What follows belongs to an exercise in optimizing a design on an open flow for small area, a short achievable clock period and few clock cycles per item; a production flow would make more cautious choices. In this exercise RTL edits were held to simulation tests only and were not proved equivalent to the original.

==> job 7950 <==
==> flow/design.v (excerpt) <==
module CONV (
  output logic        busy,
  output logic [11:0] iaddr,
  output logic        cwr,
  output logic [11:0] caddr_wr,
  output logic [19:0] cdata_wr,
  output logic        crd,
  output logic [11:0] caddr_rd,
  output logic [ 2:0] csel,
  input               clk,
  input               reset,
  input        [19:0] idata,
  input        [19:0] cdata_rd,
  input               ready
);
Settings: LEC_CHECK=0, CAP_MARGIN=20, CORE_MARGIN=2, CORE_UTILIZATION=40, PLACE_DENSITY=0.6, SETUP_SLACK_MARGIN=5, SLEW_MARGIN=20, TNS_END_PERCENT=100; clock period 9.5 ns.
standard.sh (not shown) runs the stock make flow with config.mk's settings and CLKGATE_MAP_FILE= SYNTH_SCRIPT=/design/flow/synth_recipe.tcl, a recipe that flattens the netlist after the stock synthesis.
==> flow/flow/run.sh <==
#!/bin/bash
set -euo pipefail
MARGIN=6
sed "s/SETUP_SLACK_MARGIN=[0-9.]*/SETUP_SLACK_MARGIN=$MARGIN/" standard.sh > standard_margin.sh
bash standard_margin.sh > flow.log 2>&1
==> inputs of job 4077, as changes to job 7950 <==
--- a/flow/design.v
+++ b/flow/design.v
@@ -63,17 +63,18 @@
   assign n_co = fk - 6'd2;
   logic n_pool;
   assign n_pool = n_ov & n_ro[0];
   logic [2:0] r0, r1, r2;     
   logic [2:0] pe2;            
   logic       k0, k62;        
   logic [5:0] ro, co;
   logic       cwr_r, crd_r, l1w_r, rdq2;
-  logic       e1, e2, e3;     
+  logic [11:0] waddr;
+  logic       e1, e23, e4;    
   logic       last;
   always_ff @(posedge clk or posedge reset) begin
     if (reset) begin
       cwr_r <= 1'b0;
       crd_r <= 1'b0;
       l1w_r <= 1'b0;
       last  <= 1'b0;
     end else begin
@@ -88,19 +89,20 @@
     r1   <= run ? {r1[1:0], r1[2]} : 3'b001;
     r2   <= run ? {r2[1:0], r2[2]} : 3'b001;
     pe2  <= {fq == 2'd2, fq == 2'd1, fq == 2'd0} & {3{fk != 6'd0}};
     k0   <= (fk == 6'd0);
     k62  <= (fk == 6'd62);
     ro   <= n_ro;
     co   <= n_co;
     rdq2 <= (fq == 2'd2);
+    waddr <= (n_pool & n_co[0] & (fq == 2'd2)) ? {2'b00, n_ro[5:1], n_co[5:1]} : {n_ro, n_co};
     e1   <= n_pool & ~n_co[0] & (fq == 2'd1);
-    e2   <= n_pool & ~n_co[0] & (fq == 2'd2);
-    e3   <= n_pool & n_co[0] & (fq == 2'd1);
+    e23  <= n_pool & ((~n_co[0] & (fq == 2'd2)) | (n_co[0] & (fq == 2'd0)));
+    e4   <= n_pool & n_co[0] & (fq == 2'd1);
   end
   assign done = last;
   logic [19:0] P;
   logic [21:0] P3;
   logic [21:0] idata3;
   assign idata3 = {idata[19], idata, 1'b0} + {{2{idata[19]}}, idata};
   always_ff @(posedge clk) begin
     P  <= fvalid ? idata : 20'd0;
@@ -1221,25 +1223,26 @@
     C0 <= nc0;
     S1 <= ns1;
     C1 <= nc1;
     S2 <= ns2;
     C2 <= nc2;
   end
   logic [37:0] A2sum;
   assign A2sum = S2 + C2;
-  logic [19:0] Y, m;
-  logic [19:0] ma, mb, mx;
-  assign ma = e1 ? Y : m;
-  assign mb = e3 ? Y : cdata_rd;
-  assign mx = (mb > ma) ? mb : ma;
+  logic [19:0] Y, m, Rd;
+  logic [19:0] mb, mx;
+  assign mb = e4 ? Y : Rd;
+  assign mx = (mb > m) ? mb : m;
   always_ff @(posedge clk) begin
+    Rd <= cdata_rd;
     if (r2[0]) Y <= A2sum[37] ? 20'd0 : A2sum[35:16];
-    else if (e3) Y <= mx;
-    if (e1 | e2) m <= mx;
+    else if (e4) Y <= mx;
+    if (e1) m <= Y;
+    else if (e23) m <= mx;
   end
   assign cdata_wr = Y;
   assign cwr      = cwr_r;
   assign crd      = crd_r;
   assign csel     = {1'b0, l1w_r, 1'b1};
   assign caddr_rd = {ro[5:1], 1'b0, co[5:1], rdq2};
-  assign caddr_wr = l1w_r ? {2'b00, ro[5:1], co[5:1]} : {ro, co};
+  assign caddr_wr = waddr;
 endmodule
CORE_UTILIZATION = 55   (was 40)
PLACE_DENSITY = 0.72   (was 0.6)
==> inputs of job 457, as changes to job 7950 <==
--- a/flow/design.v
+++ b/flow/design.v
@@ -63,17 +63,18 @@
   assign n_co = fk - 6'd2;
   logic n_pool;
   assign n_pool = n_ov & n_ro[0];
   logic [2:0] r0, r1, r2;     
   logic [2:0] pe2;            
   logic       k0, k62;        
   logic [5:0] ro, co;
   logic       cwr_r, crd_r, l1w_r, rdq2;
-  logic       e1, e2, e3;     
+  logic [11:0] waddr;
+  logic       e1, e23, e4;    
   logic       last;
   always_ff @(posedge clk or posedge reset) begin
     if (reset) begin
       cwr_r <= 1'b0;
       crd_r <= 1'b0;
       l1w_r <= 1'b0;
       last  <= 1'b0;
     end else begin
@@ -88,19 +89,20 @@
     r1   <= run ? {r1[1:0], r1[2]} : 3'b001;
     r2   <= run ? {r2[1:0], r2[2]} : 3'b001;
     pe2  <= {fq == 2'd2, fq == 2'd1, fq == 2'd0} & {3{fk != 6'd0}};
     k0   <= (fk == 6'd0);
     k62  <= (fk == 6'd62);
     ro   <= n_ro;
     co   <= n_co;
     rdq2 <= (fq == 2'd2);
+    waddr <= (n_pool & n_co[0] & (fq == 2'd2)) ? {2'b00, n_ro[5:1], n_co[5:1]} : {n_ro, n_co};
     e1   <= n_pool & ~n_co[0] & (fq == 2'd1);
-    e2   <= n_pool & ~n_co[0] & (fq == 2'd2);
-    e3   <= n_pool & n_co[0] & (fq == 2'd1);
+    e23  <= n_pool & ((~n_co[0] & (fq == 2'd2)) | (n_co[0] & (fq == 2'd0)));
+    e4   <= n_pool & n_co[0] & (fq == 2'd1);
   end
   assign done = last;
   logic [19:0] P;
   logic [21:0] P3;
   logic [21:0] idata3;
   assign idata3 = {idata[19], idata, 1'b0} + {{2{idata[19]}}, idata};
   always_ff @(posedge clk) begin
     P  <= fvalid ? idata : 20'd0;
@@ -1221,25 +1223,26 @@
     C0 <= nc0;
     S1 <= ns1;
     C1 <= nc1;
     S2 <= ns2;
     C2 <= nc2;
   end
   logic [37:0] A2sum;
   assign A2sum = S2 + C2;
-  logic [19:0] Y, m;
-  logic [19:0] ma, mb, mx;
-  assign ma = e1 ? Y : m;
-  assign mb = e3 ? Y : cdata_rd;
-  assign mx = (mb > ma) ? mb : ma;
+  logic [19:0] Y, m, Rd;
+  logic [19:0] mb, mx;
+  assign mb = e4 ? Y : Rd;
+  assign mx = (mb > m) ? mb : m;
   always_ff @(posedge clk) begin
+    Rd <= cdata_rd;
     if (r2[0]) Y <= A2sum[37] ? 20'd0 : A2sum[35:16];
-    else if (e3) Y <= mx;
-    if (e1 | e2) m <= mx;
+    else if (e4) Y <= mx;
+    if (e1) m <= Y;
+    else if (e23) m <= mx;
   end
   assign cdata_wr = Y;
   assign cwr      = cwr_r;
   assign crd      = crd_r;
   assign csel     = {1'b0, l1w_r, 1'b1};
   assign caddr_rd = {ro[5:1], 1'b0, co[5:1], rdq2};
-  assign caddr_wr = l1w_r ? {2'b00, ro[5:1], co[5:1]} : {ro, co};
+  assign caddr_wr = waddr;
 endmodule
CORE_UTILIZATION = 55   (was 40)
CTS_BUF_LIST = sky130_fd_sc_hd__clkbuf_4 sky130_fd_sc_hd__clkbuf_8   (was default)
PLACE_DENSITY = 0.72   (was 0.6)
==> notes <==
Between job 457 and job 7950, the lower flip-flop and latch count is in job 7950 (gap 30). Via count, highest first: job 457, job 4077, job 7950. Of job 7950 and job 457, job 7950 has the higher cell count (gap about 5%, measured against job 457). Final area, highest first: job 7950, job 4077, job 457. The highest first-iteration DRC count belongs to job 457, the lowest to job 7950. Synthesized cell count is the same in job 457 and job 4077. The lowest utilization belongs to job 7950, the highest to job 4077.
Testbench counts of job 7950, summed over its fixed seeds: cycles 147,528, images 12.
Testbench counts of job 4077, summed over its fixed seeds: cycles 147,528, images 12.
Testbench counts of job 457, summed over its fixed seeds: cycles 147,528, images 12.

-- static timing again, ports no longer ideal --
Ports are ideal in the flow. The routed layouts listed here were re-timed in OpenROAD. Step 1 sets driving cells, clkbuf_16 on the clock port and buf_2 on the other inputs (assumed; they add their load-dependent delay and slew). Step 2, shift: input delay + t, output delay - t, t = (earliest + latest rising clock arrival at the registers) / 2. This alone moves slack from input paths to output paths. a / b / c = no drivers / after step 1 / after step 2; a / b = the first two.
run | t (ns) | setup WS [ns] | worst setup path after step 2
job 7950 | 0.643 | 5.658 / 5.681 / 5.038 | input to register
job 4077 | 0.655 | 6.048 / 5.998 / 5.411 | input to register
job 457 | 0.705 | 6.051 / 6.002 / 5.388 | input to register
After both steps setup and hold are still met in every run listed. For job 457, which loses most, drivers alone change the setup slack by -0.049 ns; drivers and shift together by -0.663 ns.
